Background: an optimization exercise with open tools, aiming at small area, a short achievable clock period and few clock cycles per item. Do not read the settings as production practice. The RTL was checked by simulation tests, not by an equivalence proof against the original design. No run shown here takes its clock network from TritonCTS; it comes from the design's own scripts or RTL. The clock port is modelled as an ideal driver, which makes a skipped or thinned clock tree look cheaper than it is; a real chip needs a root buffer or a tree. Power is estimated from default activity; no workload was simulated.

<file path="flow/constraint.sdc">
create_clock -name core_clock -period 5.0 [get_ports {clk}]
set_input_delay 1.0000 -clock core_clock [delete_from_list [all_inputs] [get_ports {clk}]]
set_output_delay 1.0000 -clock core_clock [all_outputs]
set_load 0.01 [all_outputs]
</file>
<file path="flow/flow/remap.abc">
strash
dch
map -a
strash
dch
map -a
strash
dch
map -B 0.9 -D 900
topo
stime -c
buffer -c
upsize -c -D 900
dnsize -c -D 900
stime -c
</file>
<file path="flow/flow/run.sh">
#!/bin/bash
# Own layout flow:
#  1. the standard synthesis (standard.sh synth), unchanged;
#  2. its combinational logic re-mapped by ABC (flow/remap.tcl, flow/remap.abc),
#     every flip-flop kept as synthesized, with its name and cell;
#  3. the standard floorplan and placement, with the delay cells
#     (dlymetal*, dlygate*, clkdlybuf*) added to the don't-use list;
#  4. a clock tree of one level, two clock buffers each driving half the flip-flops (flow/cts1.tcl)
#     in place of the standard clock tree synthesis, then timing repair;
#  5. the standard global and detailed routing and finishing.
# Each tool's output goes to a log file of its own in this folder.
set -euo pipefail
W=$PWD
R=$W/orfs/results/$FLOW_PLATFORM/fib_good/base
P=$FLOW_HOME/platforms/$FLOW_PLATFORM
LIB=$P/lib/sky130_fd_sc_hd__tt_025C_1v80.lib
DU="$(cat $W/flow/dont_use.txt)"

bash standard.sh synth > $W/1_standard_synth.log 2>&1
cp $R/1_2_yosys.v $W/standard_synth.v
IN=$W/standard_synth.v OUT=$R/1_2_yosys.v LIB=$LIB TOP=$FLOW_TOP \
  ABCSCRIPT=$W/flow/remap.abc yosys -c $W/flow/remap.tcl > $W/2_remap.log 2>&1
rm -f $R/1_synth.odb $R/1_synth.sdc

bash standard.sh "DONT_USE_CELLS=$DU" place > $W/3_place.log 2>&1

RESULTS_DIR=$R PLATFORM_DIR=$P LIB_FILE=$LIB DONT_USE="$DU" \
  CLKBUF=sky130_fd_sc_hd__clkbuf_16 NBUF=2 SETUP_SLACK_MARGIN=3.20 \
  openroad -no_init -exit $W/flow/cts1.tcl > $W/4_cts.log 2>&1

bash standard.sh "DONT_USE_CELLS=$DU" finish > $W/5_route_finish.log 2>&1
</file>
<file path="flow/standard.sh">
#!/bin/bash
# synth_recipe.tcl (not shown) runs the flow's synth.tcl, then flattens the netlist and writes it again
# the make line also repeats each setting of config.mk as NAME=value (left out here)
make -C /OpenROAD-flow-scripts/flow DESIGN_CONFIG=/design/flow/config.mk WORK_HOME=/design/flow/orfs CLKGATE_MAP_FILE= SYNTH_SCRIPT=/design/flow/synth_recipe.tcl "${@:-finish}"
</file>
<file path="flow/flow/remap.tcl">
# yosys -c: re-map the combinational logic of a mapped netlist,
# keeping every flip-flop instance (and its name) as it is.
# env: IN, OUT, LIB, TOP, ABCSCRIPT, ABCD (delay target in ps, optional)
yosys read_liberty -ignore_miss_func $::env(LIB)
yosys read_verilog $::env(IN)
yosys hierarchy -top $::env(TOP)
yosys setattr -mod -set keep_hierarchy 1 sky130_fd_sc_hd__df* sky130_fd_sc_hd__edf* sky130_fd_sc_hd__conb*
yosys flatten
yosys opt_clean -purge
set constr [file rootname $::env(OUT)].constr
set f [open $constr w]
puts $f "set_driving_cell sky130_fd_sc_hd__buf_1"
puts $f "set_load 0.005"
close $f
set dargs {}
if {[info exists ::env(ABCD)]} { set dargs [list -D $::env(ABCD)] }
yosys abc -liberty $::env(LIB) -constr $constr -script $::env(ABCSCRIPT) {*}$dargs -dont_use sky130_fd_sc_hd__probe_p_8 -dont_use sky130_fd_sc_hd__probec_p_8 -dont_use sky130_fd_sc_hd__lpflow_* $::env(TOP)
yosys opt_clean -purge
yosys rename -hide w:*.*
yosys tee -o [file rootname $::env(OUT)].stat stat -liberty $::env(LIB)
yosys "select -module $::env(TOP)"
yosys write_verilog -noattr -noexpr -nohex -nodec -selected $::env(OUT)
</file>
<file path="flow/config.mk">
export PLATFORM = sky130hd
export DESIGN_NAME = fib_good
export DESIGN_NICKNAME = fib_good
export VERILOG_FILES = /design/flow/design.v
export SDC_FILE = /design/flow/constraint.sdc
export NUM_CORES = 4
export LEC_CHECK = 0
export ABC_AREA = 1
export CAP_MARGIN = 20
export CORE_MARGIN = 2
export CORE_UTILIZATION = 30
export SETUP_SLACK_MARGIN = 3.2
export SLEW_MARGIN = 20
</file>
<file path="flow/flow/dont_use.txt">
sky130_fd_sc_hd__probe_p_8 sky130_fd_sc_hd__probec_p_8 sky130_fd_sc_hd__lpflow_bleeder_1 sky130_fd_sc_hd__lpflow_clkbufkapwr_1 sky130_fd_sc_hd__lpflow_clkbufkapwr_16 sky130_fd_sc_hd__lpflow_clkbufkapwr_2 sky130_fd_sc_hd__lpflow_clkbufkapwr_4 sky130_fd_sc_hd__lpflow_clkbufkapwr_8 sky130_fd_sc_hd__lpflow_clkinvkapwr_1 sky130_fd_sc_hd__lpflow_clkinvkapwr_16 sky130_fd_sc_hd__lpflow_clkinvkapwr_2 sky130_fd_sc_hd__lpflow_clkinvkapwr_4 sky130_fd_sc_hd__lpflow_clkinvkapwr_8 sky130_fd_sc_hd__lpflow_decapkapwr_12 sky130_fd_sc_hd__lpflow_decapkapwr_3 sky130_fd_sc_hd__lpflow_decapkapwr_4 sky130_fd_sc_hd__lpflow_decapkapwr_6 sky130_fd_sc_hd__lpflow_decapkapwr_8 sky130_fd_sc_hd__lpflow_inputiso0n_1 sky130_fd_sc_hd__lpflow_inputiso0p_1 sky130_fd_sc_hd__lpflow_inputiso1n_1 sky130_fd_sc_hd__lpflow_inputiso1p_1 sky130_fd_sc_hd__lpflow_inputisolatch_1 sky130_fd_sc_hd__lpflow_isobufsrc_1 sky130_fd_sc_hd__lpflow_isobufsrc_16 sky130_fd_sc_hd__lpflow_isobufsrc_2 sky130_fd_sc_hd__lpflow_isobufsrc_4 sky130_fd_sc_hd__lpflow_isobufsrc_8 sky130_fd_sc_hd__lpflow_isobufsrckapwr_16 sky130_fd_sc_hd__lpflow_lsbuf_lh_hl_isowell_tap_1 sky130_fd_sc_hd__lpflow_lsbuf_lh_hl_isowell_tap_2 sky130_fd_sc_hd__lpflow_lsbuf_lh_hl_isowell_tap_4 sky130_fd_sc_hd__lpflow_lsbuf_lh_isowell_4 sky130_fd_sc_hd__lpflow_lsbuf_lh_isowell_tap_1 sky130_fd_sc_hd__lpflow_lsbuf_lh_isowell_tap_2 sky130_fd_sc_hd__lpflow_lsbuf_lh_isowell_tap_4 sky130_fd_sc_hd__dlymetal6s2s_1 sky130_fd_sc_hd__dlymetal6s4s_1 sky130_fd_sc_hd__dlymetal6s6s_1 sky130_fd_sc_hd__dlygate4sd1_1 sky130_fd_sc_hd__dlygate4sd2_1 sky130_fd_sc_hd__dlygate4sd3_1 sky130_fd_sc_hd__clkdlybuf4s15_1 sky130_fd_sc_hd__clkdlybuf4s15_2 sky130_fd_sc_hd__clkdlybuf4s18_1 sky130_fd_sc_hd__clkdlybuf4s18_2 sky130_fd_sc_hd__clkdlybuf4s25_1 sky130_fd_sc_hd__clkdlybuf4s25_2 sky130_fd_sc_hd__clkdlybuf4s50_1 sky130_fd_sc_hd__clkdlybuf4s50_2 
</file>
<file path="flow/flow/cts1.tcl">
# Clock tree of one level: the clock port drives NBUF clock buffers, each
# placed at the centre of its cluster of flip-flops and driving their clock
# pins; the clusters come from a k-means split of the flip-flop positions.
# env: RESULTS_DIR, PLATFORM_DIR, LIB_FILE, DONT_USE, CLKBUF, NBUF, SETUP_SLACK_MARGIN
read_db $::env(RESULTS_DIR)/3_place.odb
read_liberty $::env(LIB_FILE)
read_sdc $::env(RESULTS_DIR)/3_place.sdc
source $::env(PLATFORM_DIR)/setRC.tcl
set_dont_use $::env(DONT_USE)

set block [ord::get_db_block]
set clk [$block findNet clk]
set master [[ord::get_db] findMaster $::env(CLKBUF)]
set k $::env(NBUF)

# clock pins and their positions
set pins {}
foreach it [$clk getITerms] {
  set bb [[$it getInst] getBBox]
  lappend pins [list $it [expr {([$bb xMin] + [$bb xMax]) / 2.0}] [expr {([$bb yMin] + [$bb yMax]) / 2.0}]]
}
set pins [lsort -real -index 1 $pins]
set n [llength $pins]
# initial centres: spread along x
set cx {}; set cy {}
for {set j 0} {$j < $k} {incr j} {
  set p [lindex $pins [expr {int(($j + 0.5) * $n / $k)}]]
  lappend cx [lindex $p 1]; lappend cy [lindex $p 2]
}
for {set iter 0} {$iter < 20} {incr iter} {
  set assign {}
  foreach p $pins {
    set best 0; set bd 1e30
    for {set j 0} {$j < $k} {incr j} {
      set d [expr {abs([lindex $p 1] - [lindex $cx $j]) + abs([lindex $p 2] - [lindex $cy $j])}]
      if {$d < $bd} { set bd $d; set best $j }
    }
    lappend assign $best
  }
  set sx [lrepeat $k 0.0]; set sy [lrepeat $k 0.0]; set sc [lrepeat $k 0]
  foreach p $pins a $assign {
    lset sx $a [expr {[lindex $sx $a] + [lindex $p 1]}]
    lset sy $a [expr {[lindex $sy $a] + [lindex $p 2]}]
    lset sc $a [expr {[lindex $sc $a] + 1}]
  }
  for {set j 0} {$j < $k} {incr j} {
    if {[lindex $sc $j] > 0} {
      lset cx $j [expr {[lindex $sx $j] / [lindex $sc $j]}]
      lset cy $j [expr {[lindex $sy $j] / [lindex $sc $j]}]
    }
  }
}
for {set j 0} {$j < $k} {incr j} {
  set buf [odb::dbInst_create $block $master clkbuf_root_$j]
  set net [odb::dbNet_create $block clknet_root_$j]
  $net setSigType CLOCK
  [$buf findITerm A] connect $clk
  [$buf findITerm X] connect $net
  $buf setLocation [expr {int([lindex $cx $j])}] [expr {int([lindex $cy $j])}]
  $buf setPlacementStatus PLACED
  lappend nets $net
}
foreach p $pins a $assign {
  set it [lindex $p 0]
  $it disconnect
  $it connect [lindex $nets $a]
}
puts "clock buffers: $k, pins per buffer: $sc"
detailed_placement
set_propagated_clock [all_clocks]
estimate_parasitics -placement
report_clock_latency
report_worst_slack -max
if {[info exists ::env(SETUP_SLACK_MARGIN)]} {
  repair_timing -setup_margin $::env(SETUP_SLACK_MARGIN) -repair_tns 100 -verbose
  detailed_placement
  estimate_parasitics -placement
}
report_worst_slack -max
report_worst_slack -min
report_checks -group_path_count 5 -format end
report_design_area
check_placement
write_db $::env(RESULTS_DIR)/4_1_cts.odb
write_sdc -no_timestamp $::env(RESULTS_DIR)/4_cts.sdc
</file>
<file path="flow/design.v">
module fib_good #(
    parameter int INPUT_WIDTH = 6,
    parameter int OUTPUT_WIDTH = 32
) (
    input  logic                    clk,
    input  logic                    rst,
    input  logic                    go,
    input  logic [ INPUT_WIDTH-1:0] n,
    output logic [OUTPUT_WIDTH-1:0] result,
    output logic                    overflow,
    output logic                    done
);
  localparam logic [63:0] COL0 = 64'hdb6db6db6db6db6c;
  localparam logic [63:0] COL1 = 64'h0c30c30c30c30c30;
  localparam logic [63:0] COL2 = 64'h0b40b40b40b40b40;
  localparam logic [63:0] COL3 = 64'hd180aed180aed180;
  localparam logic [63:0] COL4 = 64'hba00a8616d1eba00;
  localparam logic [63:0] COL5 = 64'h176d1deceba5cc00;
  localparam logic [63:0] COL6 = 64'ha2eba65d3173d000;
  localparam logic [63:0] COL7 = 64'haf31733d41426000;
  localparam logic [63:0] COL8 = 64'hc42cf42637828000;
  localparam logic [63:0] COL9 = 64'hb3464345996f0000;
  localparam logic [63:0] COL10 = 64'h1985ef5e17840000;
  localparam logic [63:0] COL11 = 64'hccde5f5379680000;
  localparam logic [63:0] COL12 = 64'hbd0852e2fa300000;
  localparam logic [63:0] COL13 = 64'hcbbde28297400000;
  localparam logic [63:0] COL14 = 64'h0a1082b479800000;
  localparam logic [63:0] COL15 = 64'hd1a0b475fa000000;
  localparam logic [63:0] COL16 = 64'hba1bc32e4c000000;
  localparam logic [63:0] COL17 = 64'h7accb42850000000;
  localparam logic [63:0] COL18 = 64'h4c66759de0000000;
  localparam logic [63:0] COL19 = 64'h8b332e1080000000;
  localparam logic [63:0] COL20 = 64'hd1999ecd00000000;
  localparam logic [63:0] COL21 = 64'h0cccc86600000000;
  localparam logic [63:0] COL22 = 64'h0bd0bde800000000;
  localparam logic [63:0] COL23 = 64'h67d67d3000000000;
  localparam logic [63:0] COL24 = 64'h5fd5fd4000000000;
  localparam logic [63:0] COL25 = 64'h890e4b8000000000;
  localparam logic [63:0] COL26 = 64'h67be8a0000000000;
  localparam logic [63:0] COL27 = 64'he97ebc0000000000;
  localparam logic [63:0] COL28 = 64'h8793100000000000;
  localparam logic [63:0] COL29 = 64'h6979a00000000000;
  localparam logic [63:0] COL30 = 64'h314cc00000000000;
  localparam logic [63:0] COL31 = 64'h9a3d000000000000;
  localparam logic [63:0] COL32 = 64'hfffe000000000000;
  logic busy_r, done_r;
  logic [5:0] n_r;
  logic start;
  logic [32:0] rom;
  logic [32:0] res_r;
  assign start = go & ~busy_r;
  always_ff @(posedge clk or posedge rst) begin
    if (rst) begin
      busy_r <= 1'b0;
      done_r <= 1'b0;
    end else begin
      busy_r <= start;
      done_r <= busy_r | (done_r & ~go);
    end
  end
  always_ff @(posedge clk) begin
    if (start) n_r <= n;
  end
  always_ff @(posedge clk) begin
    res_r <= rom;
  end
  assign rom[0] = COL0[n_r];
  assign rom[1] = COL1[n_r];
  assign rom[2] = COL2[n_r];
  assign rom[3] = COL3[n_r];
  assign rom[4] = COL4[n_r];
  assign rom[5] = COL5[n_r];
  assign rom[6] = COL6[n_r];
  assign rom[7] = COL7[n_r];
  assign rom[8] = COL8[n_r];
  assign rom[9] = COL9[n_r];
  assign rom[10] = COL10[n_r];
  assign rom[11] = COL11[n_r];
  assign rom[12] = COL12[n_r];
  assign rom[13] = COL13[n_r];
  assign rom[14] = COL14[n_r];
  assign rom[15] = COL15[n_r];
  assign rom[16] = COL16[n_r];
  assign rom[17] = COL17[n_r];
  assign rom[18] = COL18[n_r];
  assign rom[19] = COL19[n_r];
  assign rom[20] = COL20[n_r];
  assign rom[21] = COL21[n_r];
  assign rom[22] = COL22[n_r];
  assign rom[23] = COL23[n_r];
  assign rom[24] = COL24[n_r];
  assign rom[25] = COL25[n_r];
  assign rom[26] = COL26[n_r];
  assign rom[27] = COL27[n_r];
  assign rom[28] = COL28[n_r];
  assign rom[29] = COL29[n_r];
  assign rom[30] = COL30[n_r];
  assign rom[31] = COL31[n_r];
  assign rom[32] = COL32[n_r];
  assign done = done_r;
  assign {overflow, result} = res_r;
endmodule
</file>
==> results of run 1 <==
[metrics by stage]
stage | worst slack [ns] | total power, uW | hold WS, ns
floorplan | 3.276 | 511.6 | 0.4754
detailed placement | 2.679 | 575.2 | 0.5041
global route | 3.236 | 786.6 | 0.5685
global placement | 2.677 | 581.5 | 0.4905
finish | 3.273 | 745.2 | 0.5141
[cell type report]
| class | count | share of cell area |
|---|---|---|
| Timing Repair Buffer | 60 | 0.09340 |
| Sequential cell | 41 | 0.3197 |
| Tap cell | 102 | 0.04580 |
| Multi-Input combinational cell | 287 | 0.4787 |
| Buffer | 2 | 0.01796 |
| Inverter | 32 | 0.04445 |
[tightest hold or removal path, stage by stage (launching register included)]
cell,delay (ns)
dfrtp_1,0.35
nor2_1,0.05
nor2_1,0.08
[flip-flops by register name (all words and copies together), names as in the netlist]
register  flops
busy_r        1
done_r        1
n_r           6
res_r        33
[placed cells by master, fill, tap and decap left out, types with 2 or more instances in the layout]
cell and count:
o21ai_0 20, a31oi_1 4, o211ai_1 9, nor2_2 5, dfrtp_1 2, nand2_2 8, o22ai_1 2, o21ai_1 4
nor3_1 2, dfxtp_1 33, nand4_1 5, buf_2 7, clkbuf_16 2, nand2_1 107, inv_2 6, buf_1 47
buf_4 4, inv_1 25, nor2_1 39, nand3_1 57, a21oi_1 18, edfxtp_1 6
[layer usage]
| metal | global-route usage | vias to the layer above |
|---|---|---|
| met5 | 0 | - |
| li1 | - | 1347 |
| met3 | 0.04110 | 65 |
| met1 | 0.2798 | 1355 |
| met2 | 0.3285 | 262 |
| met4 | 0.1422 | 0 |
[how the worst min path moves through the flow]
stage,startpoint,end
after floorplan,busy_r$_DFF_PP0_,done_r$_DFF_PP0_
after global placement,busy_r$_DFF_PP0_,done_r$_DFF_PP0_
after detailed placement,busy_r$_DFF_PP0_,done_r$_DFF_PP0_
after global routing,busy_r$_DFF_PP0_,busy_r$_DFF_PP0_
final,done_r$_DFF_PP0_,done_r$_DFF_PP0_
[power by group]
part           switching (uW)  internal, uW  leakage, uW
clock network            84.5          72.9    0.0000246
logic                     152          58.7     0.000931
registers                10.9           367     0.000358
==> flow_metrics.py, run 1 <==
metrics = {
    "outcome": {
        "status": "no timing/DRC/antenna violations",
    },
    "die": {
        "die-area_um2": 8744,
        "start_util": 0.3110,
        "dieHeight_um": 93.51,
        "core_area_um2": 7727,
        "ios": 43,
        "die_w_um": 93.51,
        "row_count": 32,
    },
    "timing": {
        "hold_viol": 0,
        "rsz0062_at_grt": "no",
        "drv_slew": 0,
        "worstMarginPinSlew_ns": 0.6195,
        "min_period_over_period": 0.3454,
        "clock.fmax_mhz": 579.0,
        "slew_headroom": 0.5864,
        "layout_min_cycle_time_ns": 1.727,
        "setup_viol": 0,
        "fin_worst_skew_ns": 0.02021,
        "fin_setup_tns_ns": 0,
    },
    "global_routing": {
        "grt_use_total": 0.2169,
        "grt_remaining_overflow": 0,
        "grt_pass1_vias": 2824,
        "antenna_found_initial": 0,
        "grt_max_degree": 35,
        "grt_pass1_wl_mm": 14.90,
    },
    "drt": {
        "top_layer": "met4",
        "dr.pass1.iters": 9,
        "wl_per_cell_um": 18.34,
        "viasPerCell": 5.781,
        "drt-initial-drc-count": 452,
        "drc": 0,
        "vias": 3029,
        "wl_met2_mm": 4.021,
        "wl_met1_mm": 3.714,
        "wl_met3_mm": 1.173,
        "wl_mm": 9.610,
        "antenna_left": 0,
    },
    "placed_design": {
        "gp_congestion": 1.042,
        "dp.cells": 504,
        "port_buffers": 42,
        "dpl-instance-area_um2": 2597,
        "dp_hpwl_mm": 6.769,
    },
    "setup_path": {
        "rrSetupSlack_ns": 3.27,
        "reg2reg_from": "n_r[3]$_DFFE_PP_",
        "cp-end-kind": "flop",
        "setup.worst_path.start": "n_r[3]$_DFFE_PP_",
        "startpoint_type": "flop",
        "required_ns": 5.06,
        "slowest_stage": "inv_2",
        "critical_path_buf_inv_count": 1,
        "crit_type": "flop to flop",
        "slowest_delay_ns": 0.47,
        "cp_max_fo": 34,
        "rr_endpoint": "res_r[5]$_DFF_P_",
        "crit_path_end": "res_r[5]$_DFF_P_",
        "path_cells": "inv_2, nand2_1, o21ai_0, nor2_1, nor2_1, nand3_1",
        "path_depth": 6,
        "critPathMostFrequentCell": "nor2_1",
        "rr_worst_depth": 6,
        "critical-path-top-delay-family": "simple AND/OR/NAND/NOR gates",
        "cp.arrival_ns": 1.78,
    },
    "synthesis": {
        "synth_nets": 385,
        "synthCells": 376,
        "avgSynthCellArea_um2": 6.392,
        "synth-warning-count": 1,
        "syn_area_um2": 2404,
    },
    "pwr": {
        "leakagePower_uw": 0.001313,
        "p_per_area_nw_per_um2": 267.4,
        "vdd_ir_drop_max_uv": 233.3,
    },
    "flow_run": {
        "maxCapViolations": 0,
    },
    "worst_hold_path": {
        "hold_class": "flop to flop",
        "min_path_cells": 2,
    },
    "clocking": {
        "clock_latency_ns": 0.16,
        "cts.clk_slew.worst_paths_ns": 0.09,
    },
    "final_layout": {
        "layoutNonFillerInstCount": 524,
        "areaGrowthSynthToFinish_pct": 15.93,
        "regArea_um2": 890.9,
        "multiInputGateArea_um2": 1334,
        "fillers": 887,
        "final_cell_area_um2": 2786,
        "drive_above_1_share": 0.09242,
        "antenna_cells": 0,
        "fin_nets": 433,
        "postLayoutCoreUtil": 0.3606,
    },
}
Testbench counts, summed over its fixed seeds: cycles 4,800, items 2,400.
==> run 2: changes to the inputs <==
--- a/flow/flow/run.sh
+++ b/flow/flow/run.sh
@@ -25,7 +25,7 @@
 bash standard.sh "DONT_USE_CELLS=$DU" place > $W/3_place.log 2>&1
 
 RESULTS_DIR=$R PLATFORM_DIR=$P LIB_FILE=$LIB DONT_USE="$DU" \
-  CLKBUF=sky130_fd_sc_hd__clkbuf_16 NBUF=2 SETUP_SLACK_MARGIN=3.20 \
+  CLKBUF=sky130_fd_sc_hd__clkbuf_16 NBUF=2 SETUP_SLACK_MARGIN=3.35 \
   openroad -no_init -exit $W/flow/cts1.tcl > $W/4_cts.log 2>&1
 
 bash standard.sh "DONT_USE_CELLS=$DU" finish > $W/5_route_finish.log 2>&1
==> run 2 against run 1 <==
Effect of this change: still clean on timing, DRC and antenna; via count decreased by 1.1%; clock power barely moved; first-iteration DRC count up 8.4%; synthesized area is the same; cell area barely moved; wire length is 0.85% lower; sequential share of layout area hardly changed; clock skew decreased by 0.00076 ns; sequential cell count unchanged; global-route usage up 0.29 points; hold slack about the same; register-to-register slack is essentially flat.
==> flow_metrics.py, run 2 <==
metrics = {
    "pwr": {
        "leakagePower_uw": 0.001326,
        "vdd_ir_drop_max_uv": 232.8,
        "power_uw": 744.8,
        "p_per_area_nw_per_um2": 267.0,
    },
    "timing": {
        "drv_slew": 0,
        "worstMarginPinSlew_ns": 0.6003,
        "fin_worst_skew_ns": 0.01945,
        "whs_ns": 0.5144,
        "rsz0062_at_grt": "no",
        "setup_viol": 0,
        "layout_min_cycle_time_ns": 1.726,
        "hold_viol": 0,
        "slew_headroom": 0.5992,
        "clock.fmax_mhz": 579.3,
        "min_period_over_period": 0.3452,
        "fin_setup_tns_ns": 0,
    },
    "final_layout": {
        "regMostFlops": "res_r",
        "antenna_cells": 0,
        "areaGrowthSynthToFinish_pct": 16.03,
        "layout_common_cells": "108 x nand2_1, 57 x nand3_1, 44 x buf_1",
        "reg_top3": "res_r: 33 flops, n_r: 6 flops",
        "fin_nets": 434,
        "largest_register_ffs": 33,
        "final_common_cell": "nand2_1",
        "drive_above_1_share": 0.09929,
        "final_cell_area_um2": 2789,
    },
    "die": {
        "die_w_um": 93.51,
        "dieHeight_um": 93.51,
        "row_count": 32,
        "ios": 43,
        "core_area_um2": 7727,
        "die-area_um2": 8744,
        "start_util": 0.3110,
    },
    "global_routing": {
        "grt_remaining_overflow": 0,
        "antenna_found_initial": 0,
        "grt_max_degree": 35,
        "grt_pass1_wl_mm": 15.10,
        "grt_pass1_vias": 2808,
        "grt_use_total": 0.2198,
    },
    "drt": {
        "viasPerCell": 5.709,
        "antenna_left": 0,
        "vias": 2997,
        "dr.pass1.iters": 6,
        "drt-initial-drc-count": 490,
        "wl_per_cell_um": 18.15,
        "drc": 0,
        "wl_mm": 9.528,
    },
    "placed_design": {
        "dp_hpwl_mm": 6.769,
        "gp_congestion": 1.042,
        "dpl-instance-area_um2": 2597,
        "port_buffers": 42,
    },
    "synthesis": {
        "synth_nets": 385,
        "syn_area_um2": 2404,
        "avgSynthCellArea_um2": 6.392,
        "synthCells": 376,
        "synth-warning-count": 1,
    },
    "setup_path": {
        "required_ns": 5.06,
        "cp_max_fo": 34,
        "startpoint_type": "flop",
        "rrSetupSlack_ns": 3.27,
        "cp-end-kind": "flop",
        "cp.arrival_ns": 1.78,
        "crit_type": "flop to flop",
    },
    "clocking": {
        "cts.clk_slew.worst_paths_ns": 0.09,
        "clock_latency_ns": 0.16,
    },
    "flow_run": {
        "maxCapViolations": 0,
    },
    "outcome": {
        "status": "no timing/DRC/antenna violations",
    },
    "worst_hold_path": {
        "hold_class": "flop to flop",
    },
}
run 2: worst paths after layout:
path,startpoint,to,depth (start not counted)
setup / recovery,n_r[3]$_DFFE_PP_,res_r[5]$_DFF_P_,6
min in group asynchronous,rst,done_r$_DFF_PP0_,2
max in group asynchronous,rst,busy_r$_DFF_PP0_,2
hold / removal,done_r$_DFF_PP0_,done_r$_DFF_PP0_,2
hold reg to reg,done_r$_DFF_PP0_,done_r$_DFF_PP0_,2
setup reg to reg,n_r[3]$_DFFE_PP_,res_r[5]$_DFF_P_,6
run 2: stage by stage:
stage          utilization  cells  setup WS, ns
2_1_floorplan            -    376         3.276
3_3_place_gp        0.3361    504         2.677
3_5_place_dp        0.3361    504         2.679
5_1_grt             0.3609    525         3.247
6_report            0.3609    525         3.274
run 2: critical path: stages, from the launching register on:
cell	delay (ns)
edfxtp_1	0.40
inv_2	0.46
nand2_1	0.27
o21ai_0	0.25
nor2_1	0.07
nor2_1	0.12
nand3_1	0.08
run 2: routing by layer:
metal,wire (um),GRT usage
met5,0,0
met4,665,0.1311
met3,1063,0.03062
met2,4033,0.3375
met1,3765,0.2917
run 2: power by group:
part / leakage, uW / internal (uW) / switching, uW
clock network: 0.0000246 / 72.9 / 84.6
logic: 0.000943 / 59.4 / 150
registers: 0.000358 / 367 / 10.8
run 2: layout make-up:
| cell class | instances | area, um^2 |
|---|---|---|
| timing repair buffer | 61 | 266.5 |
| buffer | 2 | 50.05 |
| tap | 102 | 127.6 |
| sequential | 41 | 892.1 |
| multi-input combinational | 287 | 1329 |
| fill | 891 | 4938 |
| inverter | 32 | 123.9 |
==> run 3: changes to the inputs <==
--- a/flow/flow/run.sh
+++ b/flow/flow/run.sh
@@ -5,7 +5,7 @@
 #     every flip-flop kept as synthesized, with its name and cell;
 #  3. the standard floorplan and placement, with the delay cells
 #     (dlymetal*, dlygate*, clkdlybuf*) added to the don't-use list;
-#  4. a clock tree of one level, two clock buffers each driving half the flip-flops (flow/cts1.tcl)
+#  4. a clock tree of one level, three clock buffers each driving a third of the flip-flops (flow/cts1.tcl)
 #     in place of the standard clock tree synthesis, then timing repair;
 #  5. the standard global and detailed routing and finishing.
 # Each tool's output goes to a log file of its own in this folder.
@@ -25,7 +25,7 @@
 bash standard.sh "DONT_USE_CELLS=$DU" place > $W/3_place.log 2>&1
 
 RESULTS_DIR=$R PLATFORM_DIR=$P LIB_FILE=$LIB DONT_USE="$DU" \
-  CLKBUF=sky130_fd_sc_hd__clkbuf_16 NBUF=2 SETUP_SLACK_MARGIN=3.35 \
+  CLKBUF=sky130_fd_sc_hd__clkbuf_16 NBUF=3 SETUP_SLACK_MARGIN=3.25 \
   openroad -no_init -exit $W/flow/cts1.tcl > $W/4_cts.log 2>&1
 
 bash standard.sh "DONT_USE_CELLS=$DU" finish > $W/5_route_finish.log 2>&1
==> run 3 against run 2 <==
Effect of this change: synthesized cell count stayed put; synthesized area is the same; first-iteration DRC count shrank 0.82%; still clean; largest power group unchanged; sequential share of layout area shrank 0.75 points; highest routed layer unchanged; clock power grew about 20%.
==> flow_metrics.py, run 3 <==
metrics = {
    "final_layout": {
        "antenna_cells": 0,
        "regMostFlops": "res_r",
        "drive_above_1_share": 0.1019,
        "areaGrowthSynthToFinish_pct": 18.64,
        "fin_nets": 443,
        "postLayoutCoreUtil": 0.3690,
        "layoutNonFillerInstCount": 534,
        "layout_common_cells": "107 x nand2_1, 57 x nand3_1, 51 x buf_1",
        "fillers": 883,
        "reg_top3": "res_r: 33 flops, n_r: 6 flops",
        "largest_register_ffs": 33,
        "final_common_cell": "nand2_1",
    },
    "setup_path": {
        "rrSetupSlack_ns": 3.27,
        "reg2reg_from": "n_r[0]$_DFFE_PP_",
        "cp.arrival_ns": 1.75,
        "cp_max_fo": 6,
        "startpoint_type": "flop",
        "rr_worst_depth": 6,
        "rr_endpoint": "res_r[22]$_DFF_P_",
        "required_ns": 5.02,
        "crit_type": "flop to flop",
        "cp-end-kind": "flop",
    },
    "pwr": {
        "leakagePower_uw": 0.001356,
        "p_per_area_nw_per_um2": 273.8,
        "vdd_ir_drop_max_uv": 221.6,
        "power_uw": 780.7,
    },
    "worst_hold_path": {
        "min_path_cells": 2,
        "min_from": "done_r$_DFF_PP0_",
        "min_to": "done_r$_DFF_PP0_",
        "hold_class": "flop to flop",
    },
    "synthesis": {
        "synth-warning-count": 1,
        "avgSynthCellArea_um2": 6.392,
        "synthCells": 376,
        "syn_area_um2": 2404,
        "synth_nets": 385,
    },
    "timing": {
        "fin_worst_skew_ns": 0.01237,
        "layout_min_cycle_time_ns": 1.733,
        "drv_slew": 0,
        "hold_viol": 0,
        "worstMarginPinSlew_ns": 0.5920,
        "min_period_over_period": 0.3466,
        "rsz0062_at_grt": "no",
        "clock.fmax_mhz": 577.0,
        "fin_setup_tns_ns": 0,
        "slew_headroom": 0.6048,
        "setup_viol": 0,
    },
    "die": {
        "core_area_um2": 7727,
        "row_count": 32,
        "ios": 43,
        "start_util": 0.3110,
        "die_w_um": 93.51,
        "dieHeight_um": 93.51,
        "die-area_um2": 8744,
    },
    "global_routing": {
        "antenna_found_initial": 0,
        "grt_pass1_vias": 2861,
        "grt_remaining_overflow": 0,
        "grt_use_total": 0.2206,
        "grt_max_degree": 35,
        "grt_pass1_wl_mm": 15.15,
    },
    "drt": {
        "vias": 3035,
        "antenna_left": 0,
        "drc": 0,
        "wl_per_cell_um": 18.17,
        "wl_mm": 9.703,
        "drt-initial-drc-count": 486,
        "dr.pass1.iters": 7,
        "viasPerCell": 5.684,
    },
    "placed_design": {
        "gp_congestion": 1.042,
        "dp_hpwl_mm": 6.769,
        "port_buffers": 42,
        "dp.cells": 504,
    },
    "clocking": {
        "clock_latency_ns": 0.13,
        "cts.clk_slew.worst_paths_ns": 0.07,
    },
    "flow_run": {
        "maxCapViolations": 0,
    },
    "outcome": {
        "status": "no timing/DRC/antenna violations",
    },
}
-- run 3: routing by layer --
layer  share of wire  wire (um)  track usage  up-vias
li1                -          -            -     1366
met1            0.39       3766       0.2798     1356
met2            0.42       4110       0.3291      252
met3            0.12       1141      0.05238       61
met4           0.070        684       0.1507        0
met5               0          0            0        -
-- run 3: power by group --
part / switching [uW] / internal, uW / leakage [uW]
Combinational: 152 / 60.5 / 0.000961
Sequential: 11.8 / 367 / 0.000358
Clock: 82.3 / 107 / 0.0000370
Total: 246 / 535 / 0.00136
-- run 3: worst max-delay path by stage --
stage / startpoint / end / slack [ns] / cells past startpoint
2_1_floorplan: go / n_r[0]$_DFFE_PP_ / 3.28 / 2
3_3_place_gp: n_r[3]$_DFFE_PP_ / res_r[22]$_DFF_P_ / 2.68 / 5
3_5_place_dp: n_r[3]$_DFFE_PP_ / res_r[22]$_DFF_P_ / 2.68 / 5
5_1_grt: n_r[1]$_DFFE_PP_ / res_r[10]$_DFF_P_ / 3.20 / 7
6_report: n_r[0]$_DFFE_PP_ / res_r[22]$_DFF_P_ / 3.27 / 6
-- run 3: area by class of cell --
cell class	count	area (um^2)	area share
plain buffers	3	75.07	0.02633
inverters	32	123.9	0.04344
multi-input cells	287	1336	0.4686
flip-flops and latches	41	890.9	0.3124
well taps	102	127.6	0.04476
repair buffers	69	297.8	0.1044
-- run 3: stage by stage --
step	instance area [um^2]	hold WS (ns)	setup WS, ns
floorplan	2404	0.4754	3.276
global placement	2597	0.4905	2.677
detailed placement	2597	0.5041	2.679
global route	2851	0.5672	3.196
finish	2851	0.5125	3.267
-- run 3: worst max-delay path, stage by stage, from the launching register on --
cell      delay [ns]
edfxtp_1        0.45
buf_2           0.25
nand3_1         0.28
nand2_1         0.23
inv_1           0.07
o21ai_0         0.25
nor3_1          0.08
==> run 4: changes to the inputs <==
--- a/flow/flow/run.sh
+++ b/flow/flow/run.sh
@@ -25,7 +25,7 @@
 bash standard.sh "DONT_USE_CELLS=$DU" place > $W/3_place.log 2>&1
 
 RESULTS_DIR=$R PLATFORM_DIR=$P LIB_FILE=$LIB DONT_USE="$DU" \
-  CLKBUF=sky130_fd_sc_hd__clkbuf_16 NBUF=3 SETUP_SLACK_MARGIN=3.25 \
+  CLKBUF=sky130_fd_sc_hd__clkbuf_8 NBUF=3 SETUP_SLACK_MARGIN=3.25 \
   openroad -no_init -exit $W/flow/cts1.tcl > $W/4_cts.log 2>&1
 
 bash standard.sh "DONT_USE_CELLS=$DU" finish > $W/5_route_finish.log 2>&1
==> run 4 against run 3 <==
Effect of this change: die area is the same; first-iteration DRC count shrank 27%; power shrank 7.1%; synthesized cell count is the same; sequential cell count is the same.
==> flow_metrics.py, run 4 <==
metrics = {
    "clocking": {
        "cts.clk_slew.worst_paths_ns": 0.10,
        "clock_latency_ns": 0.15,
    },
    "synthesis": {
        "avgSynthCellArea_um2": 6.392,
        "syn_area_um2": 2404,
        "synth-warning-count": 1,
        "synthCells": 376,
        "synth_nets": 385,
    },
    "timing": {
        "worstMarginPinSlew_ns": 0.6067,
        "slew_headroom": 0.5950,
        "clock.fmax_mhz": 566.6,
        "min_period_over_period": 0.3530,
        "fin_worst_skew_ns": 0.01871,
        "setup_viol": 0,
        "rsz0062_at_grt": "yes",
        "hold_viol": 0,
        "layout_min_cycle_time_ns": 1.765,
        "drv_slew": 0,
        "fin_setup_tns_ns": 0,
    },
    "drt": {
        "dr.pass1.iters": 6,
        "wl_per_cell_um": 18.19,
        "drt-initial-drc-count": 353,
        "drc": 0,
        "vias": 2978,
        "antenna_left": 0,
        "viasPerCell": 5.651,
        "wl_mm": 9.588,
    },
    "placed_design": {
        "port_buffers": 42,
        "gp_congestion": 1.042,
        "dp_hpwl_mm": 6.769,
    },
    "flow_run": {
        "maxCapViolations": 0,
    },
    "die": {
        "die-area_um2": 8744,
        "ios": 43,
        "dieHeight_um": 93.51,
        "start_util": 0.3110,
        "row_count": 32,
        "core_area_um2": 7727,
        "die_w_um": 93.51,
    },
    "setup_path": {
        "crit_type": "flop to flop",
        "slowest_delay_ns": 0.48,
        "cp-end-kind": "flop",
        "rr_worst_depth": 5,
        "critPathMostFrequentCell": "nand2_1",
        "required_ns": 5.00,
        "startpoint_type": "flop",
        "path_depth": 5,
        "cp_max_fo": 9,
        "critical-path-top-delay-family": "simple AND/OR/NAND/NOR gates",
        "slowest_stage": "edfxtp_1",
        "path_cells": "inv_2, nand2_1, nand2_1, o211ai_1, o21ai_0",
        "cp.arrival_ns": 1.77,
        "critical_path_buf_inv_count": 1,
    },
    "pwr": {
        "leakagePower_uw": 0.001317,
        "p_clk_frac": 0.189,
        "switching_share": 0.3365,
        "switching_power_uw": 244.0,
        "intPower_uw": 481.1,
        "p_seq_frac": 0.521,
        "p_per_area_nw_per_um2": 259.9,
        "vdd_ir_drop_max_uv": 196.1,
        "combPwrFrac": 0.290,
    },
    "global_routing": {
        "grt_use_total": 0.2203,
        "grt_pass1_vias": 2824,
        "antenna_found_initial": 0,
        "grt_pass1_wl_mm": 15.01,
        "grt_remaining_overflow": 0,
        "grt_max_degree": 35,
    },
    "final_layout": {
        "final_common_cell": "nand2_1",
        "regMostFlops": "res_r",
        "largest_register_ffs": 33,
        "layout_common_cells": "107 x nand2_1, 57 x nand3_1, 49 x buf_1",
        "postLayoutCoreUtil": 0.3611,
        "drive_above_1_share": 0.09412,
        "antenna_cells": 0,
        "fin_nets": 436,
        "areaGrowthSynthToFinish_pct": 16.09,
        "reg_top3": "res_r: 33 flops, n_r: 6 flops",
    },
    "outcome": {
        "status": "no timing/DRC/antenna violations",
    },
    "worst_hold_path": {
        "min_path_cells": 2,
        "hold_class": "flop to flop",
    },
}
## run 4: final timing paths
| check | from | to | slack, ns |
|---|---|---|---|
| worst max-delay path | n_r[0]$_DFFE_PP_ | res_r[27]$_DFF_P_ | 3.24 |
| max in group asynchronous | rst | busy_r$_DFF_PP0_ | 4.24 |
| worst min-delay path | done_r$_DFF_PP0_ | done_r$_DFF_PP0_ | 0.52 |
| worst min register to register | done_r$_DFF_PP0_ | done_r$_DFF_PP0_ | 0.52 |
| min in group asynchronous | rst | done_r$_DFF_PP0_ | 0.65 |
| worst max register to register | n_r[0]$_DFFE_PP_ | res_r[27]$_DFF_P_ | 3.24 |
## run 4: per-layer routing
layer / up-vias / global-route usage / share of wire
met5: - / 0 / 0
met4: 0 / 0.1446 / 0.076
met3: 61 / 0.04351 / 0.12
met2: 244 / 0.3321 / 0.42
met1: 1330 / 0.2842 / 0.39
li1: 1343 / - / -
## run 4: tightest hold or removal path, delay by kind of cell, from the launching register on
family,cells,cell delay [ns]
flops,1,0.35
simple gates,2,0.13
## run 4: through the flow
stage               worst slack, ns  power (uW)  instances  hold slack [ns]  cell area (um^2)
floorplan                     3.276       511.6        376           0.4754              2404
global placement              2.677       581.5        504           0.4905              2597
detailed placement            2.679       575.2        504           0.5041              2597
global route                  3.172       766.2        527           0.5721              2790
finish                        3.235       725.0        527           0.5186              2790
## run 4: final cells by class
cell class / instances / area, um^2
Inverter: 32 / 123.9
Timing Repair Buffer: 62 / 267.8
Fill cell: 888 / 4937
Sequential cell: 41 / 890.9
Buffer: 3 / 41.29
Tap cell: 102 / 127.6
Multi-Input combinational cell: 287 / 1339
## run 4: power groups by stage
stage	Combinational (uW)	Sequential, uW	Clock, uW
2_1_floorplan	113	398	0
3_3_place_gp	186	395	0
3_5_place_dp	180	395	0
5_1_grt	229	381	157
6_report	211	378	137
==> run 5: changes to the inputs <==
--- a/flow/flow/run.sh
+++ b/flow/flow/run.sh
@@ -5,7 +5,7 @@
 #     every flip-flop kept as synthesized, with its name and cell;
 #  3. the standard floorplan and placement, with the delay cells
 #     (dlymetal*, dlygate*, clkdlybuf*) added to the don't-use list;
-#  4. a clock tree of one level, three clock buffers each driving a third of the flip-flops (flow/cts1.tcl)
+#  4. a clock tree of one level, two clock buffers each driving half the flip-flops (flow/cts1.tcl)
 #     in place of the standard clock tree synthesis, then timing repair;
 #  5. the standard global and detailed routing and finishing.
 # Each tool's output goes to a log file of its own in this folder.
@@ -25,7 +25,7 @@
 bash standard.sh "DONT_USE_CELLS=$DU" place > $W/3_place.log 2>&1
 
 RESULTS_DIR=$R PLATFORM_DIR=$P LIB_FILE=$LIB DONT_USE="$DU" \
-  CLKBUF=sky130_fd_sc_hd__clkbuf_8 NBUF=3 SETUP_SLACK_MARGIN=3.25 \
+  CLKBUF=sky130_fd_sc_hd__clkbuf_16 NBUF=2 SETUP_SLACK_MARGIN=3.25 \
   openroad -no_init -exit $W/flow/cts1.tcl > $W/4_cts.log 2>&1
 
 bash standard.sh "DONT_USE_CELLS=$DU" finish > $W/5_route_finish.log 2>&1
==> flow/flow/remap.abc (replaced) <==
strash
dch
map -a
strash
dch
map -a
strash
dch
map -B 0.9 -D 1050
topo
stime -c
buffer -c
upsize -c -D 1050
dnsize -c -D 1050
stime -c
==> run 5 against run 4 <==
Effect of this change: sequential share of layout area decreased by 0.52 points; critical path type unchanged; core utilization increased by 0.79 points; final cell count increased by 0.38%; critical path depth increased by 2; global-route usage decreased by 0.47 points; highest routed layer unchanged; synthesized area decreased by 1.6%; clock power increased by 13%; sequential cell count unchanged.
==> flow_metrics.py, run 5 <==
metrics = {
    "global_routing": {
        "grt_use_total": 0.2156,
        "grt_pass1_vias": 2935,
        "antenna_found_initial": 0,
        "grt_remaining_overflow": 0,
        "grt_pass1_wl_mm": 14.98,
        "grt_max_degree": 23,
    },
    "final_layout": {
        "drive_above_1_share": 0.09133,
        "areaGrowthSynthToFinish_pct": 19.88,
        "antenna_cells": 0,
        "largest_register_ffs": 33,
        "fin_nets": 438,
        "final_common_cell": "nand2_1",
        "final_cell_area_um2": 2836,
        "regMostFlops": "res_r",
        "reg_top3": "res_r: 33 flops, n_r: 6 flops",
        "layoutNonFillerInstCount": 529,
        "layout_common_cells": "105 x nand2_1, 55 x nand3_1, 51 x buf_1",
    },
    "synthesis": {
        "synth_nets": 385,
        "syn_area_um2": 2366,
        "synthCells": 376,
        "avgSynthCellArea_um2": 6.293,
        "synth-warning-count": 1,
    },
    "die": {
        "die_w_um": 92.81,
        "row_count": 32,
        "dieHeight_um": 92.81,
        "ios": 43,
        "start_util": 0.3078,
        "core_area_um2": 7687,
        "die-area_um2": 8613,
    },
    "drt": {
        "drc": 0,
        "wl_mm": 9.424,
        "wl_per_cell_um": 17.81,
        "vias": 3009,
        "drt-initial-drc-count": 489,
        "viasPerCell": 5.688,
        "dr.pass1.iters": 5,
        "antenna_left": 0,
    },
    "setup_path": {
        "slowest_stage": "edfxtp_1",
        "path_depth": 7,
        "path_cells": "buf_1, clkbuf_4, nand2_1, nand3_2, nand3_1, nand3_1, nand3_1",
        "crit_type": "flop to flop",
        "cp_max_fo": 9,
        "cp-end-kind": "flop",
        "rr_worst_depth": 7,
        "cp.arrival_ns": 1.84,
        "startpoint_type": "flop",
        "critical-path-top-delay-family": "simple AND/OR/NAND/NOR gates",
        "required_ns": 5.03,
        "critical_path_buf_inv_count": 2,
        "slowest_delay_ns": 0.43,
        "critPathMostFrequentCell": "nand3_1",
    },
    "timing": {
        "fin_setup_tns_ns": 0,
        "hold_viol": 0,
        "setup_viol": 0,
        "whs_ns": 0.5232,
        "worst_slack_ns": 3.192,
        "drv_slew": 0,
        "fin_worst_skew_ns": 0.005197,
        "clock.fmax_mhz": 553.2,
        "slew_headroom": 0.6460,
        "worstMarginPinSlew_ns": 0.5281,
        "rsz0062_at_grt": "yes",
        "min_period_over_period": 0.3616,
        "layout_min_cycle_time_ns": 1.808,
    },
    "placed_design": {
        "dpl-instance-area_um2": 2581,
        "gp_congestion": 1.025,
        "post-place-ws_ns": 2.346,
        "dp.cells": 505,
        "dp_hpwl_mm": 6.598,
        "port_buffers": 42,
    },
    "clocking": {
        "clock_latency_ns": 0.15,
        "cts.clk_slew.worst_paths_ns": 0.08,
    },
    "flow_run": {
        "maxCapViolations": 0,
    },
    "outcome": {
        "status": "no timing/DRC/antenna violations",
    },
    "pwr": {
        "vdd_ir_drop_max_uv": 237.4,
        "leakagePower_uw": 0.001307,
        "p_per_area_nw_per_um2": 262.5,
    },
    "worst_hold_path": {
        "min_path_cells": 1,
        "hold_class": "flop to flop",
    },
}
==> run 5: where the power goes <==
group	switching [uW]	total [uW]	internal, uW
registers	10.1	377	367
clock network	82.1	155	72.8
logic	152	213	60.8
total	244	745	500
==> run 5: final timing paths <==
check,slack (ns),from,endpoint
worst max-delay path,3.19,n_r[0]$_DFFE_PP_,res_r[11]$_DFF_P_
worst min-delay path,0.52,busy_r$_DFF_PP0_,busy_r$_DFF_PP0_
worst max register to register,3.19,n_r[0]$_DFFE_PP_,res_r[11]$_DFF_P_
worst min register to register,0.52,busy_r$_DFF_PP0_,busy_r$_DFF_PP0_
max in group asynchronous,4.23,rst,done_r$_DFF_PP0_
min in group asynchronous,0.66,rst,busy_r$_DFF_PP0_
==> run 5: layout make-up <==
cell class	count	area, um^2
well taps	102	127.6
repair inverters	1	5.005
plain buffers	2	50.05
repair buffers	64	287.8
fillers	895	4851
inverters	32	138.9
multi-input cells	287	1336
flip-flops and latches	41	890.9
==> run 5: routing by layer <==
| metal | global-route usage | share of wire |
|---|---|---|
| met5 | 0 | 0 |
| met2 | 0.3406 | 0.43 |
| met3 | 0.03173 | 0.13 |
| met4 | 0.1127 | 0.053 |
| met1 | 0.2839 | 0.39 |
==> run 5: through the flow <==
step	total power, uW	utilization
after global placement	576.0	0.3358
final	744.6	0.3690
after detailed placement	570.2	0.3358
after floorplan	507.2	-
after global routing	787.7	0.3690
==> run 6: changes to the inputs <==
==> flow/flow/remap.abc (replaced) <==
strash
dch
map -a
strash
dch
map -a
strash
dch
map -B 0.9 -D 1200
topo
stime -c
buffer -c
upsize -c -D 1200
dnsize -c -D 1200
stime -c
==> run 6 against run 5 <==
Effect of this change: highest routed layer unchanged; via count up 3.3%; clock skew grew 0.0054 ns; sequential power about the same; synthesized area decreased by 0.32%; sequential share of layout area fell by 0.33 points; core utilization up 0.39 points; die area shrank 0.30%; largest cell class unchanged; power grew 1.1%; critical path type unchanged; first-iteration DRC count up 36%.
==> flow_metrics.py, run 6 <==
metrics = {
    "placed_design": {
        "dp_hpwl_mm": 6.933,
        "port_buffers": 42,
        "gp_congestion": 1.072,
        "dpl-instance-area_um2": 2592,
        "dp.cells": 507,
    },
    "synthesis": {
        "synthCells": 376,
        "syn_area_um2": 2359,
        "synth-warning-count": 1,
        "synth_nets": 385,
        "avgSynthCellArea_um2": 6.273,
    },
    "worst_hold_path": {
        "min_path_cells": 1,
        "min_from": "busy_r$_DFF_PP0_",
        "hold_class": "flop to flop",
        "min_to": "busy_r$_DFF_PP0_",
    },
    "timing": {
        "fin_worst_skew_ns": 0.01064,
        "hold_viol": 0,
        "slew_headroom": 0.6764,
        "layout_min_cycle_time_ns": 1.822,
        "min_period_over_period": 0.3645,
        "rsz0062_at_grt": "yes",
        "clock.fmax_mhz": 548.7,
        "drv_slew": 0,
        "fin_setup_tns_ns": 0,
        "setup_viol": 0,
        "worstMarginPinSlew_ns": 0.4837,
        "whs_ns": 0.5184,
    },
    "final_layout": {
        "fillers": 891,
        "regMostFlops": "res_r",
        "layoutNonFillerInstCount": 540,
        "fin_nets": 449,
        "antenna_cells": 0,
        "drive_above_1_share": 0.1005,
        "largest_register_ffs": 33,
        "final_cell_area_um2": 2867,
        "reg_top3": "res_r: 33 flops, n_r: 6 flops",
        "areaGrowthSynthToFinish_pct": 21.54,
        "final_common_cell": "nand2_1",
        "layout_common_cells": "107 x nand2_1, 57 x nand3_1, 54 x buf_1",
    },
    "setup_path": {
        "slowest_stage": "edfxtp_1",
        "critPathMostFrequentCell": "nand2_1",
        "crit_type": "flop to flop",
        "reg2reg_from": "n_r[1]$_DFFE_PP_",
        "rrSetupSlack_ns": 3.18,
        "rr_worst_depth": 9,
        "path_cells": "buf_4, nand2_2, nand2_1, nor2_1, inv_1, nand3_1, nand2_1, nand2_1, nand2_1",
        "rr_endpoint": "res_r[15]$_DFF_P_",
        "cp-end-kind": "flop",
        "required_ns": 5.05,
        "cp.arrival_ns": 1.87,
        "critical-path-top-delay-family": "simple AND/OR/NAND/NOR gates",
        "slowest_delay_ns": 0.47,
        "critical_path_buf_inv_count": 2,
        "cp_max_fo": 9,
        "startpoint_type": "flop",
    },
    "die": {
        "dieHeight_um": 92.67,
        "core_area_um2": 7687,
        "row_count": 32,
        "ios": 43,
        "start_util": 0.3068,
        "die_w_um": 92.67,
        "die-area_um2": 8587,
    },
    "drt": {
        "wl_met2_mm": 4.281,
        "drc": 0,
        "wl_met1_mm": 3.835,
        "top_layer": "met4",
        "wl_mm": 9.833,
        "vias": 3107,
        "antenna_left": 0,
        "drt-initial-drc-count": 663,
        "dr.pass1.iters": 6,
        "viasPerCell": 5.754,
        "wl_met3_mm": 1.051,
        "wl_per_cell_um": 18.21,
    },
    "pwr": {
        "vdd_ir_drop_max_uv": 205.5,
        "p_per_area_nw_per_um2": 262.6,
        "leakagePower_uw": 0.001336,
        "power_uw": 752.9,
    },
    "clocking": {
        "clock_latency_ns": 0.15,
        "cts.clk_slew.worst_paths_ns": 0.09,
    },
    "global_routing": {
        "antenna_found_initial": 0,
        "grt_max_degree": 23,
        "grt_pass1_vias": 2890,
        "grt_use_total": 0.2237,
        "grt_remaining_overflow": 0,
        "grt_pass1_wl_mm": 15.20,
    },
    "flow_run": {
        "maxCapViolations": 0,
    },
    "outcome": {
        "status": "no timing/DRC/antenna violations",
    },
}
[run 6: worst reg2reg max path, delay by kind of cell, from the launching register on]
kind                   cells  cell delay [ns]
AND/OR/NAND/NOR            7             0.89
flip-flops                 1             0.47
buffers and inverters      2             0.38
[run 6: cell type report]
type | instances | area [um^2] | area share
timing repair buffer | 75 | 332.8 | 0.1161
tap | 102 | 127.6 | 0.04452
sequential | 41 | 890.9 | 0.3108
inverter | 32 | 138.9 | 0.04845
buffer | 2 | 50.05 | 0.01746
timing repair inverter | 1 | 7.507 | 0.002619
multi-input combinational | 287 | 1319 | 0.4601
[run 6: per-stage QoR]
step	util	setup slack, ns
floorplan	-	3.276
global placement	0.3363	2.576
detailed placement	0.3372	2.650
global route	0.3729	3.184
finish	0.3729	3.178
[run 6: metal layers]
layer / up-vias / GRT usage
li1: 1371 / -
met1: 1395 / 0.2796
met2: 266 / 0.3613
met3: 75 / 0.04150
met4: 0 / 0.1275
met5: - / 0
[run 6: how the worst max path moves through the flow]
stage / from / endpoint / depth (start not counted)
floorplan: go / n_r[0]$_DFFE_PP_ / 2
global placement: n_r[1]$_DFFE_PP_ / res_r[0]$_DFF_P_ / 8
detailed placement: n_r[3]$_DFFE_PP_ / res_r[8]$_DFF_P_ / 8
global route: n_r[0]$_DFFE_PP_ / res_r[20]$_DFF_P_ / 6
finish: n_r[1]$_DFFE_PP_ / res_r[15]$_DFF_P_ / 9
[run 6: where the power goes]
group / switching (uW) / leakage (uW) / internal [uW]
sequential: 11.6 / 0.000358 / 367
clock: 87.0 / 0.0000246 / 73.0
combinational: 152 / 0.000954 / 62.2
==> run 7: changes to the inputs <==
==> flow/flow/remap.abc (replaced) <==
strash
dch
map -a
strash
dch
map -a
strash
dch
map -B 0.9 -D 900
topo
stime -c
buffer -c
upsize -c -D 900
dnsize -c -D 900
stime -c
--- a/flow/config.mk
+++ b/flow/config.mk
@@ -9,5 +9,6 @@
 export CAP_MARGIN = 20
 export CORE_MARGIN = 2
 export CORE_UTILIZATION = 30
+export PLACE_DENSITY = 0.8
 export SETUP_SLACK_MARGIN = 3.2
 export SLEW_MARGIN = 20
==> run 7 against run 6 <==
Effect of this change: sequential power hardly changed; first-iteration DRC count decreased by 24%; worst setup slack gained 0.050 ns; combinational power about the same; die area up 1.8%; fmax is 2.8% higher; wire length shrank 0.45%; power decreased by 0.69%; final cell count down 2.0%; hold slack worse by 0.0037 ns; sequential cell count unchanged; sequential share of layout area up 0.67 points; critical path type unchanged; largest cell class unchanged; largest power group unchanged; highest routed layer unchanged.
==> flow_metrics.py, run 7 <==
metrics = {
    "outcome": {
        "status": "no timing/DRC/antenna violations",
    },
    "final_layout": {
        "drive_above_1_share": 0.08197,
        "regMostFlops": "res_r",
        "fillers": 855,
        "fin_nets": 438,
        "regArea_um2": 890.9,
        "layout_common_cells": "107 x nand2_1, 57 x nand3_1, 55 x buf_1",
        "layoutNonFillerInstCount": 529,
        "multiInputGateArea_um2": 1331,
        "antenna_cells": 0,
        "reg_top3": "res_r: 33 flops, n_r: 6 flops",
        "final_common_cell": "nand2_1",
        "areaGrowthSynthToFinish_pct": 16.76,
        "largest_register_ffs": 33,
    },
    "setup_path": {
        "cp.arrival_ns": 1.88,
        "crit_type": "flop to flop",
        "startpoint_type": "flop",
        "cp-end-kind": "flop",
        "required_ns": 5.11,
        "rrSetupSlack_ns": 3.23,
        "cp_max_fo": 8,
    },
    "synthesis": {
        "syn_area_um2": 2404,
        "synth-warning-count": 1,
        "synth_nets": 385,
        "synthCells": 376,
        "avgSynthCellArea_um2": 6.392,
    },
    "placed_design": {
        "dp_hpwl_mm": 6.902,
        "post-place-ws_ns": 2.677,
        "gp_congestion": 1.030,
        "port_buffers": 42,
        "dp.cells": 504,
    },
    "drt": {
        "drt-initial-drc-count": 501,
        "wl_per_cell_um": 18.50,
        "viasPerCell": 5.758,
        "dr.pass1.iters": 6,
        "vias": 3046,
        "antenna_left": 0,
        "drc": 0,
        "wl_mm": 9.789,
    },
    "timing": {
        "layout_min_cycle_time_ns": 1.772,
        "drv_slew": 0,
        "worstMarginPinSlew_ns": 0.5906,
        "clock.fmax_mhz": 564.3,
        "slew_headroom": 0.6057,
        "rsz0062_at_grt": "no",
        "fin_worst_skew_ns": 0.01836,
        "setup_viol": 0,
        "whs_ns": 0.5148,
        "fin_setup_tns_ns": 0,
        "hold_viol": 0,
        "min_period_over_period": 0.3544,
        "worst_slack_ns": 3.228,
    },
    "global_routing": {
        "grt_pass1_vias": 2719,
        "grt_use_total": 0.2232,
        "grt_remaining_overflow": 0,
        "grt_max_degree": 35,
        "antenna_found_initial": 0,
        "grt_pass1_wl_mm": 15.19,
    },
    "die": {
        "start_util": 0.3110,
        "die_w_um": 93.51,
        "ios": 43,
        "dieHeight_um": 93.51,
        "row_count": 32,
        "core_area_um2": 7727,
        "die-area_um2": 8744,
    },
    "worst_hold_path": {
        "hold_class": "flop to flop",
    },
    "flow_run": {
        "maxCapViolations": 0,
    },
    "pwr": {
        "vdd_ir_drop_max_uv": 259.2,
        "leakagePower_uw": 0.001309,
        "p_per_area_nw_per_um2": 266.4,
    },
    "clocking": {
        "clock_latency_ns": 0.16,
        "cts.clk_slew.worst_paths_ns": 0.09,
    },
}
run 7: power breakdown:
part	internal [uW]	total, uW	leakage [uW]	switching, uW
clock network	72.9	158	0.0000246	84.6
logic	59.6	213	0.000927	153
registers	367	377	0.000358	10.5
total	499	748	0.00131	249
run 7: area by class of cell:
type                    count  share of cell area
plain buffers               2             0.01783
inverters                  32             0.04414
multi-input cells         287              0.4744
flip-flops and latches     41              0.3174
well taps                 102             0.04547
repair buffers             65              0.1008
run 7: per-stage QoR:
step / power, uW / cell area [um^2] / util
5_1_grt: 788.8 / 2806 / 0.3632
3_5_place_dp: 575.9 / 2597 / 0.3361
3_3_place_gp: 580.6 / 2597 / 0.3361
6_report: 747.6 / 2806 / 0.3632
2_1_floorplan: 511.6 / 2404 / -
run 7: layer usage:
metal / vias to the layer above / wire length [um] / track usage
met5: - / 0 / 0
met4: 0 / 520 / 0.1005
met3: 54 / 1345 / 0.04271
met2: 281 / 4197 / 0.3351
met1: 1361 / 3724 / 0.3090
li1: 1350 / - / -
run 7: worst paths after layout:
| kind | cells past startpoint | startpoint | endpoint |
|---|---|---|---|
| worst max-delay path | 7 | n_r[2]$_DFFE_PP_ | res_r[5]$_DFF_P_ |
| worst min-delay path | 1 | busy_r$_DFF_PP0_ | busy_r$_DFF_PP0_ |
| min in group asynchronous | 2 | rst | busy_r$_DFF_PP0_ |
| max in group asynchronous | 2 | rst | done_r$_DFF_PP0_ |
| worst max register to register | 7 | n_r[2]$_DFFE_PP_ | res_r[5]$_DFF_P_ |
| worst min register to register | 1 | busy_r$_DFF_PP0_ | busy_r$_DFF_PP0_ |
run 7: critical path, cell delays in order, from the launching register on:
cell,delay (ns)
edfxtp_1,0.43
buf_4,0.18
buf_1,0.11
nand2_1,0.35
nand2_1,0.25
nor2_1,0.26
nor2_1,0.09
nand3_1,0.08
==> run 8: changes to the inputs <==
--- a/flow/config.mk
+++ b/flow/config.mk
@@ -9,6 +9,5 @@
 export CAP_MARGIN = 20
 export CORE_MARGIN = 2
 export CORE_UTILIZATION = 30
-export PLACE_DENSITY = 0.8
 export SETUP_SLACK_MARGIN = 3.2
 export SLEW_MARGIN = 20
==> run 8 against run 7 <==
Effect of this change: hold slack worse by 0.00058 ns; core utilization fell by 0.097 points; fmax increased by 4.0%; register-to-register slack better by 0.07 ns; combinational power hardly changed; sequential cell count unchanged; synthesized area did not move; via count is 2.1% lower; clock power about the same; cell area decreased by 0.27%.
==> flow_metrics.py, run 8 <==
metrics = {
    "die": {
        "die_w_um": 93.51,
        "die-area_um2": 8744,
        "row_count": 32,
        "ios": 43,
        "core_area_um2": 7727,
        "dieHeight_um": 93.51,
        "start_util": 0.3110,
    },
    "synthesis": {
        "synthCells": 376,
        "synth_nets": 385,
        "synth-warning-count": 1,
        "syn_area_um2": 2404,
        "avgSynthCellArea_um2": 6.392,
    },
    "final_layout": {
        "largest_register_ffs": 33,
        "areaGrowthSynthToFinish_pct": 16.45,
        "final_common_cell": "nand2_1",
        "antenna_cells": 0,
        "reg_top3": "res_r: 33 flops, n_r: 6 flops",
        "layout_common_cells": "107 x nand2_1, 57 x nand3_1, 49 x buf_1",
        "fin_nets": 436,
        "drive_above_1_share": 0.09412,
        "regMostFlops": "res_r",
    },
    "outcome": {
        "status": "no timing/DRC/antenna violations",
    },
    "drt": {
        "wl_mm": 9.584,
        "drc": 0,
        "drt-initial-drc-count": 362,
        "antenna_left": 0,
        "vias": 2983,
        "wl_per_cell_um": 18.19,
        "viasPerCell": 5.660,
        "dr.pass1.iters": 6,
    },
    "flow_run": {
        "maxCapViolations": 0,
    },
    "global_routing": {
        "grt_pass1_vias": 2816,
        "antenna_found_initial": 0,
        "grt_remaining_overflow": 0,
        "grt_use_total": 0.2194,
        "grt_pass1_wl_mm": 15.01,
        "grt_max_degree": 35,
    },
    "timing": {
        "rsz0062_at_grt": "no",
        "slew_headroom": 0.5884,
        "layout_min_cycle_time_ns": 1.704,
        "setup_viol": 0,
        "fin_setup_tns_ns": 0,
        "worstMarginPinSlew_ns": 0.6165,
        "drv_slew": 0,
        "hold_viol": 0,
        "min_period_over_period": 0.3407,
        "fin_worst_skew_ns": 0.01861,
        "whs_ns": 0.5142,
        "clock.fmax_mhz": 587.0,
    },
    "pwr": {
        "vdd_ir_drop_max_uv": 231.4,
        "power_uw": 745.8,
        "leakagePower_uw": 0.001319,
        "p_per_area_nw_per_um2": 266.5,
    },
    "placed_design": {
        "gp_congestion": 1.042,
        "port_buffers": 42,
        "dp_hpwl_mm": 6.769,
    },
    "setup_path": {
        "cp_max_fo": 11,
        "rrSetupSlack_ns": 3.30,
        "crit_type": "flop to flop",
        "startpoint_type": "flop",
        "cp-end-kind": "flop",
        "required_ns": 5.11,
        "cp.arrival_ns": 1.81,
    },
    "worst_hold_path": {
        "hold_class": "flop to flop",
    },
    "clocking": {
        "cts.clk_slew.worst_paths_ns": 0.09,
        "clock_latency_ns": 0.16,
    },
}
-- run 8: where the power goes --
group	switching [uW]	internal (uW)	leakage, uW
clock	84.5	72.9	0.0000246
sequential	10.9	367	0.000358
combinational	152	59.3	0.000937
total	247	499	0.00132
-- run 8: layout make-up --
| type | instances | area (um^2) |
|---|---|---|
| Fill cell | 886 | 4928 |
| Multi-Input combinational cell | 287 | 1334 |
| Sequential cell | 41 | 890.9 |
| Timing Repair Buffer | 63 | 272.8 |
| Tap cell | 102 | 127.6 |
| Inverter | 32 | 123.9 |
| Buffer | 2 | 50.05 |
-- run 8: final timing paths --
path                                   from                 to  cells past startpoint
max in group asynchronous               rst   busy_r$_DFF_PP0_                      2
min                        done_r$_DFF_PP0_   done_r$_DFF_PP0_                      2
max                        n_r[1]$_DFFE_PP_  res_r[17]$_DFF_P_                      8
min reg2reg                done_r$_DFF_PP0_   done_r$_DFF_PP0_                      2
min in group asynchronous               rst   done_r$_DFF_PP0_                      2
max reg2reg                n_r[1]$_DFFE_PP_  res_r[17]$_DFF_P_                      8
-- run 8: critical path, stage by stage, from the launching register on --
cell	delay, ns
edfxtp_1	0.43
buf_6	0.15
nand2_2	0.22
inv_1	0.21
nand2_1	0.15
nand2_1	0.10
o21ai_1	0.22
nand2_1	0.09
nand3_1	0.09
-- run 8: through the flow --
stage,utilization,area [um^2],worst slack (ns),cells
floorplan,-,2404,3.276,376
global placement,0.3361,2597,2.677,504
detailed placement,0.3361,2597,2.679,504
global route,0.3622,2799,3.235,527
finish,0.3622,2799,3.296,527
-- run 8: metal layers --
| layer | vias up | routed length (um) | track usage |
|---|---|---|---|
| met3 | 55 | 1016 | 0.03868 |
| met5 | - | 0 | 0 |
| met2 | 240 | 4068 | 0.3309 |
| met1 | 1335 | 3790 | 0.2872 |
| li1 | 1353 | - | - |
| met4 | 0 | 709 | 0.1409 |

==> afterwards: timing with drivers on the ports <==
In the flow no input, the clock included, has a driving cell. The finished layouts below were timed again as built, in two steps.
Step 1 assumes that a clkbuf_16 drives the clock port and a buf_2 every other input.
Step 2 moves the port delays by t, midway between the first and last clock arrival at a register: inputs arrive t later, outputs are due t later. That takes back most of the time a late clock gives input paths.
Three values: no drivers, after step 1, after step 2; two values: the first two.
| run | t (ns) | setup WS [ns] | worst setup path at the end | worst register clock-pin slew, ns | worst slew at a driven data input, ns |
|---|---|---|---|---|---|
| run 1 | 0.200 | 3.273 / 3.262 / 3.264 | input to register | 0.09 / 0.09 | 0.03 |
| run 2 | 0.199 | 3.274 / 3.274 / 3.264 | input to register | 0.09 / 0.09 | 0.03 |
| run 3 | 0.197 | 3.267 / 3.267 / 3.267 | register to register | 0.07 / 0.07 | 0.03 |
| run 4 | 0.199 | 3.235 / 3.235 / 3.235 | register to register | 0.10 / 0.10 | 0.03 |
| run 5 | 0.198 | 3.192 / 3.192 / 3.192 | register to register | 0.08 / 0.08 | 0.03 |
| run 6 | 0.201 | 3.178 / 3.178 / 3.178 | register to register | 0.09 / 0.09 | 0.03 |
| run 7 | 0.200 | 3.228 / 3.228 / 3.228 | register to register | 0.09 / 0.09 | 0.03 |
| run 8 | 0.199 | 3.296 / 3.263 / 3.264 | input to register | 0.09 / 0.09 | 0.03 |
After both steps setup and hold are still met in every run listed. The setup slack of run 8, which loses most, moves by -0.033 ns with the drivers and by -0.032 ns with both steps.
